Context: an optimization exercise on an open-source flow, tuned for small area. The choices shown serve that exercise and are no tape-out recipe. The RTL was checked by simulation tests, not by an equivalence proof against the original design. The clock port is modelled as an ideal driver, which makes a skipped or thinned clock tree look cheaper than it is; a real chip needs a root buffer or a tree.

== S ==
## DigitalClock
module DigitalClock(
  input clk_2MHz,
  input s1_async,
  input s2_async,
  input s3_async,
  input s4_async,
  input s5_async,
  input reset,
  output [6:0] d1,
  output [6:0] d2,
  output [6:0] d3,
  output [6:0] d4,
  output [6:0] d5,
  output [6:0] d6
);
For scale: about 770 cells after synthesis.
Settings: LEC_CHECK=0, ABC_AREA=1, CAP_MARGIN=20, CORE_MARGIN=2, CORE_UTILIZATION=40, GPL_TIMING_DRIVEN=0, SLEW_MARGIN=20; clock period 30.0 ns.
standard.sh (not shown) runs the stock make flow with config.mk's settings and CLKGATE_MAP_FILE= SYNTH_SCRIPT=/design/flow/synth_recipe.tcl, a recipe that flattens the netlist after the stock synthesis.
==> flow/flow/run.sh <==
#!/bin/bash
# Own layout flow: the standard flow's synthesis with an area-oriented ABC mapping of the
# combinational logic (the flip-flops come out of the same steps as in the
# standard synthesis, and are checked to match it), then the standard layout
# steps with the smallest buffer on each port and a four-buffer clock tree.
set -euo pipefail
cd "$(dirname "$0")/.."
W=$(pwd)
R=$W/orfs/results/$FLOW_PLATFORM/DigitalClock/base

# 1. the standard synthesis, kept for reference
bash standard.sh synth > $W/1_synth_std.log 2>&1
cp $R/1_2_yosys.v $W/1_2_yosys_std.v

# 2. the same synthesis with the area mapping
sed "s#@W@#$W#" $W/flow/area.abc > $W/area_abc.script
rm -rf $W/orfs_area
make -C $FLOW_HOME DESIGN_CONFIG=$W/config.mk WORK_HOME=$W/orfs_area CLKGATE_MAP_FILE= \
  SYNTH_SCRIPT=$W/flow/synth_area.tcl AREA_ABC_SCRIPT=$W/area_abc.script \
  $(sed -n 's/^make .* SYNTH_SCRIPT=[^ ]* \(.*\) "\${@:-finish}"$/\1/p' $W/standard.sh) \
  synth > $W/1_synth_area.log 2>&1
A=$W/orfs_area/results/$FLOW_PLATFORM/DigitalClock/base/1_2_yosys.v

regs() { grep -E '^\s*sky130_fd_sc_hd__(df|edf|sdf|dl)' "$1" | awk '{print $1, $2}' | sort; }
regs $W/1_2_yosys_std.v > $W/regs_std.txt
regs $A > $W/regs_area.txt
if ! cmp -s $W/regs_std.txt $W/regs_area.txt; then
  echo "register mismatch; using the standard netlist" >> $W/1_synth_area.log
else
  cp $A $R/1_2_yosys.v
  touch $R/1_2_yosys.v
fi

# 4. the rest of the standard layout, with the smallest buffer on each port
# a clock tree of four buffers driven by the clock port (manual_cts.tcl) and
# a stronger driver for the reset net (reset_drv.tcl)
bash standard.sh \
  "BUFFER_PORTS_ARGS=-buffer_cell sky130_fd_sc_hd__buf_1" \
  PRE_GLOBAL_PLACE_TCL=$W/flow/reset_drv.tcl RESET_DRV_CELL=sky130_fd_sc_hd__inv_6 \
  PRE_CTS_TCL=$W/flow/manual_cts.tcl \
  CTS_MANUAL_N=4 CTS_MANUAL_BUF=sky130_fd_sc_hd__clkbuf_16 CTS_MANUAL_NET=clk_2MHz \
  finish > $W/2_layout.log 2>&1
==> flow/flow/reset_drv.tcl <==
# Sourced before global placement: the inverter that drives the flip-flops'
# asynchronous reset pins gets a stronger cell, so that the net needs no
# extra slew buffer.
set best ""
set best_n 0
foreach net [[ord::get_db_block] getNets] {
  set n 0
  foreach it [$net getITerms] {
    set m [$it getMTerm]
    if {[$m getName] eq "RESET_B" || [$m getName] eq "SET_B"} { incr n }
  }
  if {$n > $best_n} { set best $net; set best_n $n }
}
if {$best ne ""} {
  foreach it [$best getITerms] {
    if {[$it isOutputSignal]} {
      set inst [$it getInst]
      set master [[$inst getMaster] getName]
      if {[string match "*inv_*" $master]} {
        puts "reset driver [$inst getName] ($master, $best_n loads) -> $::env(RESET_DRV_CELL)"
        replace_cell [$inst getName] $::env(RESET_DRV_CELL)
      }
    }
  }
}
Other scripts of this flow, unchanged in this note and not shown: flow/flow/area.abc, flow/flow/manual_cts.tcl, flow/flow/synth_area.tcl
Every stage of the flow completed for S, and the final layout passed the timing, design-rule and antenna checks.
--- input diff S..R ---
-- flow/flow/run.sh --
<<< S, line 33

# 4. the rest of the standard layout, with the smallest buffer on each port
# a clock tree of four buffers driven by the clock port (manual_cts.tcl) and
# a stronger driver for the reset net (reset_drv.tcl)
bash standard.sh \
  "BUFFER_PORTS_ARGS=-buffer_cell sky130_fd_sc_hd__buf_1" \
  PRE_GLOBAL_PLACE_TCL=$W/flow/reset_drv.tcl RESET_DRV_CELL=sky130_fd_sc_hd__inv_6 \
  PRE_CTS_TCL=$W/flow/manual_cts.tcl \
  CTS_MANUAL_N=4 CTS_MANUAL_BUF=sky130_fd_sc_hd__clkbuf_16 CTS_MANUAL_NET=clk_2MHz \
>>> R, line 33

# 4. the rest of the standard layout, with the smallest buffer on each port
# and a clock tree of four buffers driven by the clock port (manual_cts.tcl)
bash standard.sh \
  "BUFFER_PORTS_ARGS=-buffer_cell sky130_fd_sc_hd__buf_1" \
  PRE_CTS_TCL=$W/flow/manual_cts.tcl \
  CTS_MANUAL_N=4 CTS_MANUAL_BUF=sky130_fd_sc_hd__clkbuf_16 CTS_MANUAL_NET=clk_2MHz \
removed: flow/flow/reset_drv.tcl
--- outcome ---
Compared with S, in R slack of the critical path now sits lower, cell area now sits higher, overall routing resource usage fell by 0.60 points, detailed-route wire length held, final clock period utilization by the worst path did not really move.
Final net count essentially unchanged between R and S.
Between R and S, the number of filler instances in the final layout is higher for S.
d5[1] as the termination of the worst setup path was reported by R, and d6[1] by S.
No run of this note takes its clock network from TritonCTS; it comes from the design's own scripts or RTL.

## afterwards: timing with drivers on the ports
How much do the figures lean on ideal ports? The routed layouts below were timed once more, with nothing changed but the port constraints.
Step 1: set_driving_cell puts a clkbuf_16 on clk_2MHz and a buf_2 on each other input, an assumption about the parent block.
Step 2 times the ports against the registers' clock, not the clock port: input delays grow and output delays shrink by t, the midpoint of the rising clock arrivals with the driver on.
Slacks: ideal / step 1 / step 2; pairs: ideal / step 1.
| run | shift t [ns] | setup slack, ns | slew at the worst register clock pin (ns) |
|---|---|---|---|
| S | 0.252 | 19.268 / 19.179 / 19.431 | 0.11 / 0.11 |
| R | 0.254 | 19.255 / 19.165 / 19.419 | 0.11 / 0.11 |
After both steps setup and hold are still met in every run listed.
